Background: an optimization exercise with open tools, aiming at small area. Do not read the settings as production practice. Only simulation tests tie the RTL to the original design; equivalence was not proved. No activity file was given, so power comes from the tool's default toggle rates.

delta:
==> flow/design.v <==
module led_7_segment(
    input [3:0] b,
    output [6:0] led
);
    assign led[0] = (b[3] & ~b[0]);
    assign led[1] = (b[3] & b[1] & b[0]);
    assign led[2] = (~b[2] & ~b[0]);
    assign led[3] = ~((~b[3]) | (b[1] & b[0]));
    assign led[4] = (b[2]);
    assign led[5] = ~((b[1]) | (~b[3] & b[0]));
    assign led[6] = (b[3] & ~b[1]) | (~b[2] & ~b[1] & b[0]);
endmodule
module led_7_segment_b(
    input [3:0] b,
    output [6:0] led
);
    assign led[0] = (~b[2] & ~b[1] & b[0]);
    assign led[1] = ~((b[0]) | (b[2] & ~b[1]));
    assign led[2] = (~b[3] & ~b[1] & ~b[0]);
    assign led[3] = (~b[2] & b[0]);
    assign led[4] = (b[3]) | (~b[2]);
    assign led[5] = (~b[3] & ~b[1] & ~b[0]) | (b[3] & b[0]);
    assign led[6] = ~((~b[3] & ~b[1]) | (~b[0]) | (b[3] & b[2]));
endmodule
module led_7_segment_c(
    input [2:0] b,
    output [6:0] led
);
    assign led[0] = (~b[2] & b[1]) | (b[2] & ~b[1]);
    assign led[1] = (b[1] & ~b[0]);
    assign led[2] = (~b[1] & b[0]);
    assign led[3] = (~b[2] & b[1]) | (b[2] & ~b[1]);
    assign led[4] = (~b[2] & b[1]) | (~b[0]);
    assign led[5] = (~b[2]);
    assign led[6] = (b[1] & b[0]);
endmodule
module led_7_segment_d(
    input [2:0] b,
    output [6:0] led
);
    assign led[0] = (b[2]);
    assign led[1] = (~b[2] & ~b[1] & ~b[0]);
    assign led[2] = (~b[2] & ~b[1] & b[0]);
    assign led[3] = (b[2]);
    assign led[4] = (b[2]) | (~b[0]);
    assign led[5] = (~b[2] & ~b[1] & b[0]) | (b[2] & ~b[0]) | (b[1] & ~b[0]);
    assign led[6] = (b[2] & ~b[0]) | (b[1] & b[0]);
endmodule
module timer_group3_final
(
input wire sys_clk,
input wire set_time_increase,
input wire set_time_decrease,
input wire start,
input wire pause,
input wire reset,
output wire [6:0] min1_led,
output wire [6:0] min0_led,
output wire [6:0] sec1_led,
output wire [6:0] sec0_led,
output wire blink_led
);
function [3:0] decA(input [3:0] x);
    decA = {~((x[2] & ~x[0]) | (~x[3] & ~x[1] & x[0])),
        (x[1]) | (~x[2]),
        ~((~x[0]) | (~x[3] & ~x[2])),
        ~((~x[3] & ~x[0]) | (x[2] & x[1]))};
endfunction
function [3:0] decB(input [3:0] x);
    decB = {(~x[3]),
        (x[3] & x[2]) | (~x[2] & x[0]) | (x[1] & x[0]),
        ~((x[2] & x[1]) | (~x[0])),
        (~x[1])};
endfunction
function [3:0] incB(input [3:0] x);
    incB = {(~x[3]),
        (x[3] & ~x[2]) | (x[2] & ~x[1]),
        (~x[0]),
        (x[2] & ~x[0]) | (x[1])};
endfunction
function [2:0] decC(input [2:0] x);
    decC = {(x[1]),
        (x[0]),
        (~x[2])};
endfunction
function [2:0] decD(input [2:0] x);
    decD = {(~x[2] & ~x[1]),
        (x[2]),
        (~x[0])};
endfunction
function [2:0] incD(input [2:0] x);
    incD = {(x[1]),
        (~x[2] & ~x[1]),
        (~x[0])};
endfunction
function zA(input [3:0] x);
    zA = (~x[2] & ~x[1] & x[0]);
endfunction
function oneA(input [3:0] x);
    oneA = (x[3] & ~x[1] & ~x[0]);
endfunction
function zB(input [3:0] x);
    zB = (~x[3] & x[1] & x[0]);
endfunction
function nineB(input [3:0] x);
    nineB = (x[3] & x[2] & ~x[1]);
endfunction
function zC(input [2:0] x);
    zC = (x[2] & x[0]);
endfunction
function zD(input [2:0] x);
    zD = (x[1] & x[0]);
endfunction
reg [5:0] dv;
wire dv_fb = (dv[0] & ~dv[3] & ~dv[4] & ~dv[5]) | (~dv[0] & dv[3] & ~dv[4] & ~dv[5]) | (dv[0] & dv[3] & ~dv[4] & ~dv[5]) | (~dv[0] & ~dv[3] & ~dv[4] & dv[5]) | (~dv[0] & ~dv[3] & dv[4] & dv[5]) | (dv[0] & ~dv[3] & dv[4] & dv[5]) | (~dv[0] & dv[3] & dv[4] & dv[5]) | (dv[0] & dv[3] & dv[4] & dv[5]);
wire tick = ~dv[0] & dv[1] & dv[2] & ~dv[3] & dv[4];
always @(posedge sys_clk or posedge reset)
    if (reset) dv <= 6'd20;
    else dv <= {dv[4:0], dv_fb};
reg [2:0] m1;
reg [3:0] m0;
reg a, b, led;
reg T;
reg [2:0] d3, d1;
reg [3:0] d2, d0;
wire btn  = ~set_time_increase | ~set_time_decrease;
wire go   = start & ~pause;
wire idle = ~T & ~b;
wire [2:0] s3 = idle ? m1 : d3;
wire [3:0] s2 = idle ? m0 : d2;
wire [2:0] s1 = idle ? 3'd7 : d1;
wire [3:0] s0 = idle ? 4'd1 : d0;
wire z0 = zA(s0);
wire z1 = zC(s1);
wire z2 = zB(s2);
wire at_one = zD(s3) & z2 & z1 & oneA(s0);
wire preset_nz = ~zD(m1) | ~zB(m0);
always @(posedge sys_clk or posedge reset)
    if (reset) begin
        m1 <= 3'd3;
        m0 <= 4'd7;
        T <= 1'b0;
        a <= 1'b1;
        b <= 1'b0;
        led <= 1'b0;
    end else if (tick) begin
        led <= T & ~led;
        if (!T) begin
            if (!start) begin
                a <= btn;
                b <= b & ~btn;
                if (!set_time_increase) begin
                    m0 <= incB(m0);
                    if (nineB(m0)) m1 <= incD(m1);
                end else if (!set_time_decrease && preset_nz) begin
                    m0 <= decB(m0);    
                    if (zB(m0)) m1 <= decD(m1);
                end
            end else if (b) begin
                if (at_one) begin
                    T <= 1'b1;
                    a <= pause;
                    b <= 1'b0;
                end
            end else if (!a && preset_nz)
                b <= 1'b1;
        end else begin
            a <= ~go & ~b;
            b <= b | (go & ~a);
        end
    end
always @(posedge sys_clk)
    if (tick) begin
        if (!T) begin
            if (idle || go) begin
                d0 <= decA(s0);
                if (z0) d1 <= decC(s1);
                if (z0 & z1) d2 <= decB(s2);
                d3 <= (z0 & z1 & z2) ? decD(s3) : s3;
            end
        end else if (go)
            d0 <= a ? decA(d0) : 4'd1;
    end
led_7_segment_d leg1_min (.b(s3), .led(min1_led));
led_7_segment_b leg0_min (.b(s2), .led(min0_led));
led_7_segment_c leg1_sec (.b(s1), .led(sec1_led));
led_7_segment   leg0_sec (.b(s0), .led(sec0_led));
assign blink_led = led;
endmodule
export LEC_CHECK = 0
export ABC_AREA = 1
export CAP_MARGIN = 20
export CORE_MARGIN = 2
export CORE_UTILIZATION = 40
export CTS_BUF_LIST = sky130_fd_sc_hd__clkbuf_4
export CTS_CLUSTER_SIZE = 40
export SLEW_MARGIN = 20
create_clock -name core_clock -period 10.0 [get_ports {sys_clk}]
standard.sh (not shown) runs the stock make flow with config.mk's settings and CLKGATE_MAP_FILE= SYNTH_SCRIPT=/design/flow/synth_recipe.tcl, a recipe that flattens the netlist after the stock synthesis.
==> flow/flow/run.sh <==
#!/bin/bash
set -o pipefail
export PRE_FLOORPLAN_TCL="$PWD/flow/downsize.tcl"
export BUFFER_PORTS_ARGS="-buffer_cell sky130_fd_sc_hd__buf_1"
export CTS_ARGS="-sink_clustering_enable -repair_clock_nets -dont_use_dummy_load -sink_clustering_size 40 -buf_list sky130_fd_sc_hd__clkbuf_4"
bash standard.sh > standard.log 2>&1
==> flow/flow/downsize.tcl <==
# Swap every combinational cell that synthesis gave more than the smallest
# drive strength for the smallest variant of the same cell; slack is large,
# and the later repair steps upsize again wherever slew or capacitance need it.
set db [ord::get_db]
set block [ord::get_db_block]
set n 0
foreach inst [$block getInsts] {
  set name [[$inst getMaster] getName]
  if {![regexp {^sky130_fd_sc_hd__([a-z0-9]+)_([0-9]+)$} $name -> base drv]} { continue }
  if {[regexp {^(df|edf|sdf|sed|dl|clk|conb|tap|fill|decap|lpflow)} $base]} { continue }
  foreach d {0 1 2 4} {
    if {$d >= $drv} { break }
    set nm [$db findMaster "sky130_fd_sc_hd__${base}_$d"]
    if {$nm != "NULL"} {
      $inst swapMaster $nm
      incr n
      break
    }
  }
}
puts "downsize.tcl: swapped $n cells to a smaller drive strength"
Looking at the reports, delta completed the entire flow and the layout it produced met the timing, design-rule and antenna checks.
diff inputs: delta => juniper
diff --git a/flow/design.v b/flow/design.v
--- a/flow/design.v
+++ b/flow/design.v
@@ -149,15 +149,18 @@
             if (!start) begin
                 a <= btn;
                 b <= b & ~btn;
                 if (!set_time_increase) begin
                     m0 <= incB(m0);
                     if (nineB(m0)) m1 <= incD(m1);
-                end else if (!set_time_decrease && preset_nz) begin
-                    m0 <= decB(m0);    
-                    if (zB(m0)) m1 <= decD(m1);
+                end else if (!set_time_decrease) begin
+                    if (!zB(m0)) m0 <= decB(m0);
+                    else if (!zD(m1)) begin
+                        m0 <= 4'd12;
+                        m1 <= decD(m1);
+                    end
                 end
             end else if (b) begin
                 if (at_one) begin
                     T <= 1'b1;
                     a <= pause;
                     b <= 1'b0;
@@ -171,14 +174,14 @@
     end
 always @(posedge sys_clk)
     if (tick) begin
         if (!T) begin
             if (idle || go) begin
                 d0 <= decA(s0);
-                if (z0) d1 <= decC(s1);
-                if (z0 & z1) d2 <= decB(s2);
+                d1 <= z0 ? decC(s1) : s1;
+                d2 <= (z0 & z1) ? decB(s2) : s2;
                 d3 <= (z0 & z1 & z2) ? decD(s3) : s3;
             end
         end else if (go)
             d0 <= a ? decA(d0) : 4'd1;
     end
 led_7_segment_d leg1_min (.b(s3), .led(min1_led));
Notes after the runs:
- Comparing delta with juniper, the clock network fraction of total power came out essentially unchanged.
- Cell count (juniper over delta): increase, about 3.7%
- The amount of wire on met3 after detailed routing in delta is 1.09 times that in juniper.
- juniper vs. delta: setup slack at placement saw an increase, power in combinational cells was more or less identical, final area rose about 2.4%.
- Looking at cell count after synthesis, juniper sits above delta.
- Going from delta to juniper, total wire length after detailed routing grew by a little under 10%.
- juniper — die area 100 um2 higher, delta as reference

-- static timing again, ports no longer ideal --
Ports are ideal in the flow. The routed layouts listed here were re-timed in OpenROAD. Step 1 sets driving cells, clkbuf_16 on the clock port and buf_2 on the other inputs (assumed; they add their load-dependent delay and slew). Step 2, shift: input delay + t, output delay - t, t = (earliest + latest rising clock arrival at the registers) / 2. This alone moves slack from input paths to output paths. Three values: no drivers, after step 1, after step 2; two values: the first two.
run | shift t [ns] | setup slack, ns | worst register clock-pin slew, ns | worst data-port slew with drivers (ns)
delta | 0.341 | 5.855 / 5.833 / 6.166 | 0.09 / 0.09 | 0.03
juniper | 0.344 | 5.825 / 5.800 / 6.144 | 0.10 / 0.10 | 0.03
After both steps every run listed still meets setup and hold.
